Context: an optimization exercise on an open-source flow, tuned for small area. The choices shown serve that exercise and are no tape-out recipe.
Function was checked by simulation only, so behaviour that the tests miss may differ from the original.
Power figures rest on the tool's default switching activity, not on a simulated workload.

==> trial 52: inputs <==
==> flow/design.v <==
module error_correction # (
    parameter puf_sig_length     = 256,
    parameter ipid_N             = 16
)
(
    input                                clk,
    input                                rst_n,
    input        [1:0]                   pcm_instruction,
    input        [puf_sig_length-1:0]    pcm_puf_in,
    input                                pcm_puf_in_valid,
    input        [$clog2(ipid_N)-1:0]    pcm_ipid_number,
    output logic [puf_sig_length-1:0]    pcm_puf_out,
    output logic                         pcm_puf_out_valid,
    output logic                         pcm_S_c  
);
localparam NW = puf_sig_length/16;
localparam NB = 6*NW;
localparam [1:0] IDLE = 2'd0, PROVISION_ID = 2'd1, CORRECT_SIG = 2'd2;
logic [1:0] state_r;
wire correcting = (state_r == CORRECT_SIG);
wire ncorrecting = ~(state_r == CORRECT_SIG);
wire wen = (state_r == PROVISION_ID) && pcm_puf_in_valid;
wire [ipid_N-1:0] rsel, we, nwe;
genvar k, j;
generate
    for (k = 0; k < ipid_N; k++) begin : sel
        assign rsel[k] = (pcm_ipid_number == k);
        assign we[k]   = wen & rsel[k];
        assign nwe[k]  = ~(wen & rsel[k]);
    end
endgenerate
wire [NB-1:0] wchk;
logic [NB-1:0] parity_bits [0:ipid_N-1];
wire  [NB-1:0] parity_next [0:ipid_N-1];
generate
    for (k = 0; k < ipid_N; k++) begin : st
        ec_hold #(.W(NB)) u_hold (.q(parity_bits[k]), .w(wchk), .we(we[k]), .nwe(nwe[k]), .d(parity_next[k]));
        always @(posedge clk) parity_bits[k] <= parity_next[k];
    end
endgenerate
wire [NB-1:0] rd_n;
ec_read #(.W(NB)) u_read (
    .v0(parity_bits[0]), .v1(parity_bits[1]), .v2(parity_bits[2]), .v3(parity_bits[3]),
    .v4(parity_bits[4]), .v5(parity_bits[5]), .v6(parity_bits[6]), .v7(parity_bits[7]),
    .v8(parity_bits[8]), .v9(parity_bits[9]), .v10(parity_bits[10]), .v11(parity_bits[11]),
    .v12(parity_bits[12]), .v13(parity_bits[13]), .v14(parity_bits[14]), .v15(parity_bits[15]),
    .sel(pcm_ipid_number), .y_n(rd_n));
wire [puf_sig_length-1:0] out_next;
generate
    for (j = 0; j < NW; j++) begin : w
        ec_word u_word (.s(pcm_puf_in[16*j +: 16]), .rd_n(rd_n[6*j +: 6]), .en(correcting), .nen(ncorrecting),
                        .q(pcm_puf_out[16*j +: 16]), .wchk(wchk[6*j +: 6]), .q_next(out_next[16*j +: 16]));
    end
endgenerate
always @(posedge clk, negedge rst_n) begin
    if (~rst_n) begin
        state_r <= IDLE;
        pcm_puf_out_valid <= 0;
        pcm_puf_out <= 0;
        pcm_S_c <= 0;
    end
    else begin
        pcm_puf_out <= out_next;
        case (state_r)
            IDLE : begin
                pcm_S_c <= 0;
                pcm_puf_out_valid <= 0;
                if (pcm_instruction == 2'd1) state_r <= PROVISION_ID;
                else if (pcm_instruction == 2'd2) state_r <= CORRECT_SIG;
            end
            PROVISION_ID : begin
                if (pcm_puf_in_valid) begin
                    pcm_S_c <= 1;
                    if (pcm_instruction == 2'd0) begin
                        state_r <= IDLE;
                        pcm_S_c <= 0;
                    end
                end
            end
            CORRECT_SIG : begin
                pcm_puf_out_valid <= 1;
                if (pcm_instruction == 2'd0) state_r <= IDLE;
            end
            default : ;
        endcase
    end
end
endmodule
module ec_hold #(parameter W = 96) (
    input  [W-1:0] q,
    input  [W-1:0] w,
    input          we,
    input          nwe,
    output [W-1:0] d
);
assign d = (q & {W{nwe}}) | (w & {W{we}});
endmodule
module ec_read #(parameter W = 96) (
    input  [W-1:0] v0, v1, v2, v3, v4, v5, v6, v7, v8, v9, v10, v11, v12, v13, v14, v15,
    input  [3:0]   sel,
    output [W-1:0] y_n
);
wire [15:0] dec_n;    
genvar k;
generate
    for (k = 0; k < 16; k++) begin : d
        assign dec_n[k] = ~(sel == k);
    end
endgenerate
assign y_n = ~((v0 | {W{dec_n[0]}}) & (v1 | {W{dec_n[1]}}) & (v2 | {W{dec_n[2]}}) & (v3 | {W{dec_n[3]}}) &
               (v4 | {W{dec_n[4]}}) & (v5 | {W{dec_n[5]}}) & (v6 | {W{dec_n[6]}}) & (v7 | {W{dec_n[7]}}) &
               (v8 | {W{dec_n[8]}}) & (v9 | {W{dec_n[9]}}) & (v10 | {W{dec_n[10]}}) & (v11 | {W{dec_n[11]}}) &
               (v12 | {W{dec_n[12]}}) & (v13 | {W{dec_n[13]}}) & (v14 | {W{dec_n[14]}}) & (v15 | {W{dec_n[15]}}));
endmodule
module ec_word (
    input  [15:0] s,
    input  [5:0]  rd_n,
    input         en,
    input         nen,    
    input  [15:0] q,
    output [5:0]  wchk,
    output [15:0] q_next
);
wire [47:0] x;
wire       par3;    
assign x[15:0] = s;
ec_xor u_x0 (.a(x[13]), .b(x[15]), .y(x[16]));
ec_xor u_x1 (.a(x[10]), .b(x[14]), .y(x[17]));
ec_xor u_x2 (.a(x[9]), .b(x[11]), .y(x[18]));
ec_xor u_x3 (.a(x[12]), .b(x[18]), .y(x[19]));
ec_xor u_x4 (.a(x[1]), .b(x[16]), .y(x[20]));
ec_xor u_x5 (.a(x[0]), .b(x[19]), .y(x[21]));
ec_xor u_x6 (.a(x[17]), .b(x[21]), .y(x[22]));
ec_xor u_x7 (.a(x[5]), .b(x[6]), .y(x[23]));
ec_xor u_x8 (.a(x[3]), .b(x[8]), .y(x[24]));
ec_xor u_x9 (.a(x[4]), .b(x[23]), .y(x[25]));
ec_xor u_x10 (.a(x[7]), .b(x[14]), .y(x[26]));
ec_xor u_x11 (.a(x[3]), .b(x[22]), .y(x[27]));
ec_xor u_x12 (.a(x[4]), .b(x[20]), .y(x[28]));
ec_xor u_x13 (.a(x[9]), .b(x[24]), .y(x[29]));
ec_xor u_x14 (.a(x[2]), .b(x[27]), .y(x[30]));
ec_xor u_x15 (.a(x[2]), .b(x[26]), .y(x[31]));
assign wchk[3] = x[28] ^ x[30];
ec_xor u_x17 (.a(x[15]), .b(x[25]), .y(x[33]));
ec_xor u_x18 (.a(x[16]), .b(x[29]), .y(x[34]));
ec_xor u_x19 (.a(x[0]), .b(x[29]), .y(x[35]));
ec_xor u_x20 (.a(x[6]), .b(x[34]), .y(x[36]));
ec_xor u_x21 (.a(x[8]), .b(x[17]), .y(x[37]));
ec_xor u_x22 (.a(x[5]), .b(x[18]), .y(x[38]));
ec_xor u_x23 (.a(x[7]), .b(x[28]), .y(x[39]));
assign wchk[1] = x[37] ^ x[39];
assign wchk[4] = x[12] ^ x[36];
ec_xor u_x26 (.a(x[31]), .b(x[35]), .y(x[42]));
assign par3 = x[20] ^ x[30];
ec_xor u_x28 (.a(x[1]), .b(x[42]), .y(x[44]));
assign wchk[0] = x[31] ^ x[38];
assign wchk[5] = x[33] ^ x[44];
assign wchk[2] = x[22] ^ x[33];
wire [5:0] syn_n = {wchk[5:4], par3, wchk[2:0]} ^ rd_n;    
ec_dec u_dec (.syn_n(syn_n), .s(s), .q(q), .en(en), .nen(nen), .q_next(q_next));
endmodule
module ec_dec (
    input  [5:0]  syn_n,    
    input  [15:0] s,
    input  [15:0] q,
    input         en,
    input         nen,    
    output [15:0] q_next
);
localparam [6*16-1:0] COL = {
    6'b111110, 6'b101111, 6'b011010, 6'b011100, 6'b001101, 6'b001110, 6'b111101, 6'b110010,
    6'b100011, 6'b110100, 6'b100101, 6'b100110, 6'b111000, 6'b101001, 6'b101010, 6'b101100};
wire [5:0] syn = ~syn_n;
wire [3:0] pa_n, pb_n, pc_n;
genvar i;
generate
    for (i = 0; i < 4; i++) begin : p
        assign pa_n[i] = ~(syn[1:0] == i);
        assign pb_n[i] = ~(syn[3:2] == i);
        assign pc_n[i] = ~(syn[5:4] == i);
    end
    for (i = 0; i < 16; i++) begin : b
        ec_obit u_bit (.s(s[i]), .a_n(pa_n[COL[6*i +: 2]]), .b_n(pb_n[COL[6*i+2 +: 2]]), .c_n(pc_n[COL[6*i+4 +: 2]]),
                       .q(q[i]), .en(en), .nen(nen), .q_next(q_next[i]));
    end
endgenerate
endmodule
module ec_obit (
    input  s,
    input  a_n,
    input  b_n,
    input  c_n,
    input  q,
    input  en,
    input  nen,    
    output q_next
);
wire x = s ^ ~(a_n | b_n | c_n);
assign q_next = (q & nen) | (x & en);
endmodule
module ec_xor (
    input  a,
    input  b,
    output y
);
assign y = a ^ b;
endmodule
==> flow/flow/run.sh <==
#!/bin/bash
# The standard layout (standard.sh), with three changes:
#  - synthesis maps the logic with an area-oriented ABC script (flow/area.abc);
#    everything else in synthesis, and so every register, is as in synth_recipe.tcl
#  - the port buffers use the smallest buffer cell
#  - CTS uses small clock buffers and no dummy loads
#  - no setup repair at floorplan (the netlist has no buffers to remove)
# Each tool's output is in flow_make.log here and in orfs/logs/.
set -euo pipefail
here=$(pwd)
{
  echo '# synth_recipe.tcl with the ABC script replaced'
  echo 'proc abc {args} {'
  echo '  set i [lsearch -exact $args -script]'
  echo "  if { \$i >= 0 } { set args [lreplace \$args [expr {\$i + 1}] [expr {\$i + 1}] $here/flow/area.abc] }"
  echo '  yosys abc {*}$args'
  echo '}'
  cat synth_recipe.tcl
} > my_synth.tcl
sed -e "s#SYNTH_SCRIPT=[^ ]*#SYNTH_SCRIPT=$here/my_synth.tcl#" standard.sh > my_standard.sh
grep -q "SYNTH_SCRIPT=$here/my_synth.tcl" my_standard.sh
export BUFFER_PORTS_ARGS="-buffer_cell sky130_fd_sc_hd__buf_1"
export CTS_ARGS="-sink_clustering_enable -repair_clock_nets -buf_list sky130_fd_sc_hd__clkbuf_4 -sink_clustering_size 9 -sink_clustering_max_diameter 40 -dont_use_dummy_load"
export REMOVE_ABC_BUFFERS=1
bash my_standard.sh > flow_make.log 2>&1
==> flow/flow/area.abc <==
strash
&get -n
&fraig -x
&put
dc2
strash
&get -n
&dch -f
&nf -R 1000 -p
&put
==> flow/standard.sh <==
#!/bin/bash
# synth_recipe.tcl (not shown) runs the flow's synth.tcl, then flattens the netlist and writes it again
# the make line also repeats each setting of config.mk as NAME=value (left out here)
make -C /OpenROAD-flow-scripts/flow DESIGN_CONFIG=/design/flow/config.mk WORK_HOME=/design/flow/orfs CLKGATE_MAP_FILE= SYNTH_SCRIPT=/design/flow/synth_recipe.tcl "${@:-finish}"
==> flow/config.mk <==
export PLATFORM = sky130hd
export DESIGN_NAME = error_correction
export DESIGN_NICKNAME = error_correction
export VERILOG_FILES = /design/flow/design.v
export SDC_FILE = /design/flow/constraint.sdc
export NUM_CORES = 4
export LEC_CHECK = 0
export CAP_MARGIN = 20
export CORE_MARGIN = 2
export CORE_UTILIZATION = 65
export GPL_ROUTABILITY_DRIVEN = 0
export PLACE_DENSITY = 0.75
export SLEW_MARGIN = 20
export SYNTH_HIERARCHICAL = 1
export SYNTH_MINIMUM_KEEP_SIZE = 0
==> flow/constraint.sdc <==
create_clock -name core_clock -period 5.0 [get_ports {clk}]
set_input_delay 1.0000 -clock core_clock [delete_from_list [all_inputs] [get_ports {clk}]]
set_output_delay 1.0000 -clock core_clock [all_outputs]
set_load 0.01 [all_outputs]
==> inputs of build 2, as changes to trial 52 <==
--- a/flow/config.mk
+++ b/flow/config.mk
@@ -8,7 +8,6 @@
 export CAP_MARGIN = 20
 export CORE_MARGIN = 2
 export CORE_UTILIZATION = 65
-export GPL_ROUTABILITY_DRIVEN = 0
 export PLACE_DENSITY = 0.75
 export SLEW_MARGIN = 20
 export SYNTH_HIERARCHICAL = 1
==> inputs of build 10, as changes to trial 52 <==
==> flow/design.v, changed modules only <==
module ec_word (
    input  [15:0] s,
    input  [5:0]  rd_n,
    input         en,
    input         nen,    
    input  [15:0] q,
    output [5:0]  wchk,
    output [15:0] q_next
);
wire pm1, pm3;    
wire [39:0] x;
assign x[15:0] = s;
ec_xor u_x0 (.a(x[14]), .b(x[15]), .y(x[16]));
ec_xor u_x1 (.a(x[6]), .b(x[16]), .y(x[17]));
ec_xor u_x2 (.a(x[2]), .b(x[3]), .y(x[18]));
ec_xor u_x3 (.a(x[5]), .b(x[17]), .y(x[19]));
ec_xor u_x4 (.a(x[1]), .b(x[19]), .y(x[20]));
ec_xor u_x5 (.a(x[16]), .b(x[18]), .y(x[21]));
ec_xor u_x6 (.a(x[2]), .b(x[11]), .y(x[22]));
ec_xor u_x7 (.a(x[14]), .b(x[22]), .y(x[23]));
ec_xor u_x8 (.a(x[12]), .b(x[20]), .y(x[24]));
ec_xor u_x9 (.a(x[9]), .b(x[23]), .y(x[25]));
assign pm3 = x[11] ^ x[24];
assign wchk[1] = x[10] ^ x[21];
ec_xor u_x12 (.a(x[5]), .b(x[7]), .y(x[28]));
assign wchk[0] = x[25] ^ x[28];
ec_xor u_x14 (.a(x[0]), .b(x[21]), .y(x[30]));
ec_xor u_x15 (.a(x[8]), .b(x[25]), .y(x[31]));
ec_xor u_x16 (.a(x[9]), .b(x[30]), .y(x[32]));
ec_xor u_x17 (.a(x[4]), .b(x[31]), .y(x[33]));
ec_xor u_x18 (.a(x[10]), .b(x[20]), .y(x[34]));
assign wchk[2] = x[1] ^ x[32];
assign pm1 = x[4] ^ wchk[1];
assign wchk[5] = x[6] ^ x[33];
assign wchk[3] = x[4] ^ pm3;
assign wchk[4] = x[13] ^ x[34];
wire [5:0] msyn_par = {wchk[5], wchk[4], pm3, wchk[2], pm1, wchk[0]};
wire [5:0] syn_n = msyn_par ^ rd_n;    
ec_dec u_dec (.syn_n(syn_n), .s(s), .q(q), .en(en), .nen(nen), .q_next(q_next));
endmodule
module ec_dec (
    input  [5:0]  syn_n,    
    input  [15:0] s,
    input  [15:0] q,
    input         en,
    input         nen,    
    output [15:0] q_next
);
localparam [6*16-1:0] COL = {
    6'b011110, 6'b111111, 6'b010000, 6'b001000, 6'b101001, 6'b010010, 6'b100101, 6'b100000,
    6'b000001, 6'b111000, 6'b011001, 6'b100010, 6'b000110, 6'b100111, 6'b011100, 6'b000100};
wire [5:0] syn = ~syn_n;
wire [3:0] pa_n, pb_n, pc_n;
genvar i;
generate
    for (i = 0; i < 4; i++) begin : p
        assign pa_n[i] = ~(syn[1:0] == i);
        assign pb_n[i] = ~(syn[3:2] == i);
        assign pc_n[i] = ~((syn[5:4] == i) & en);
    end
    for (i = 0; i < 16; i++) begin : b
        ec_obit u_bit (.s(s[i]), .a_n(pa_n[COL[6*i +: 2]]), .b_n(pb_n[COL[6*i+2 +: 2]]), .c_n(pc_n[COL[6*i+4 +: 2]]),
                       .q(q[i]), .en(en), .nen(nen), .q_next(q_next[i]));
    end
endgenerate
endmodule
module ec_obit (
    input  s,
    input  a_n,
    input  b_n,
    input  c_n,
    input  q,
    input  en,
    input  nen,    
    output q_next
);
wire m = (q & nen) | (s & en);
assign q_next = m ^ ~(a_n | b_n | c_n);
endmodule
--- a/flow/config.mk
+++ b/flow/config.mk
@@ -8,8 +8,7 @@
 export CAP_MARGIN = 20
 export CORE_MARGIN = 2
 export CORE_UTILIZATION = 65
-export GPL_ROUTABILITY_DRIVEN = 0
-export PLACE_DENSITY = 0.75
+export PLACE_DENSITY = 0.9
 export SLEW_MARGIN = 20
 export SYNTH_HIERARCHICAL = 1
 export SYNTH_MINIMUM_KEEP_SIZE = 0
==> out/qor_table.md <==
| Item | Value | Unit |
|---|---|---|
| Switching power | 16.1 | mW |
| Detailed-placement wirelength estimate | 137000 | um |
| Hold wc startpoint | pcm_puf_in[170] | - |
| Clock Power Share | 15.3 | % |
| Outcome | complete, no violations | - |
| Critical path depth | 8 | - |
| Sequential share of power | 49.7 | % |
The numbers above come from trial 52.

==> out/qor_table.md <==
| Item | Value | Unit |
|---|---|---|
| Detailed-placement wirelength estimate | 138000 | um |
| Switching power | 16.1 | mW |
| Slew Limit Headroom | 11.9 | % |
| Critical path depth | 8 | - |
| Setup slack of the worst register-to-register path | 1380 | ps |
| Hold wc startpoint | pcm_puf_in[107] | - |
| Clock Power Share | 15.3 | % |
| Outcome | complete, no violations | - |
The numbers above come from build 2.

==> out/qor_table.md <==
| Item | Value | Unit |
|---|---|---|
| Sequential share of power | 50.9 | % |
| Critical path cell sequence | buf_1 -> nor2b_1 -> nand2_4 -> buf_12 -> o22ai_1 -> nor4_1 -> nand2_1 -> xor2_1 -> or3b_1 -> nor3_1 -> xnor2_1 | - |
| Critical path depth | 11 | - |
| Switching power | 15.5 | mW |
| Hold wc startpoint | pcm_puf_in[40] | - |
| Outcome | complete, no violations | - |
| Met2 capacity usage during global routing | 65.0 | % |
| Top cell type's share of synthesized area | 45.0 | % |
The numbers above come from build 10.

static timing again, ports no longer ideal:
The results above use ideal ports. As a check the final layouts listed here were re-extracted and re-timed, cells and wires unchanged.
Step 1 (the two cells are an assumption about what drives the block):
set clk [get_ports {clk}]
set_driving_cell -lib_cell sky130_fd_sc_hd__clkbuf_16 $clk
set_driving_cell -lib_cell sky130_fd_sc_hd__buf_2 [delete_from_list [all_inputs] $clk]
Step 2 moves the port delays by t, midway between the first and last clock arrival at a register: inputs arrive t later, outputs are due t later. That takes back most of the time a late clock gives input paths.
a / b / c = ideal ports / drivers / drivers and shift; a / b = the first two.
run	t (ns)	setup slack, ns	hold slack, ns
trial 52	1.256	1.157 / 1.157 / 0.120	0.168 / 0.109 / 0.476
build 2	1.290	1.376 / 1.376 / 0.219	0.114 / 0.063 / 0.474
build 10	1.289	1.334 / 1.328 / 0.039	0.045 / 0.001 / 0.485
After both steps every run listed still meets setup and hold. For build 10, which loses most, drivers alone change the setup slack by -0.006 ns; drivers and shift together by -1.295 ns.
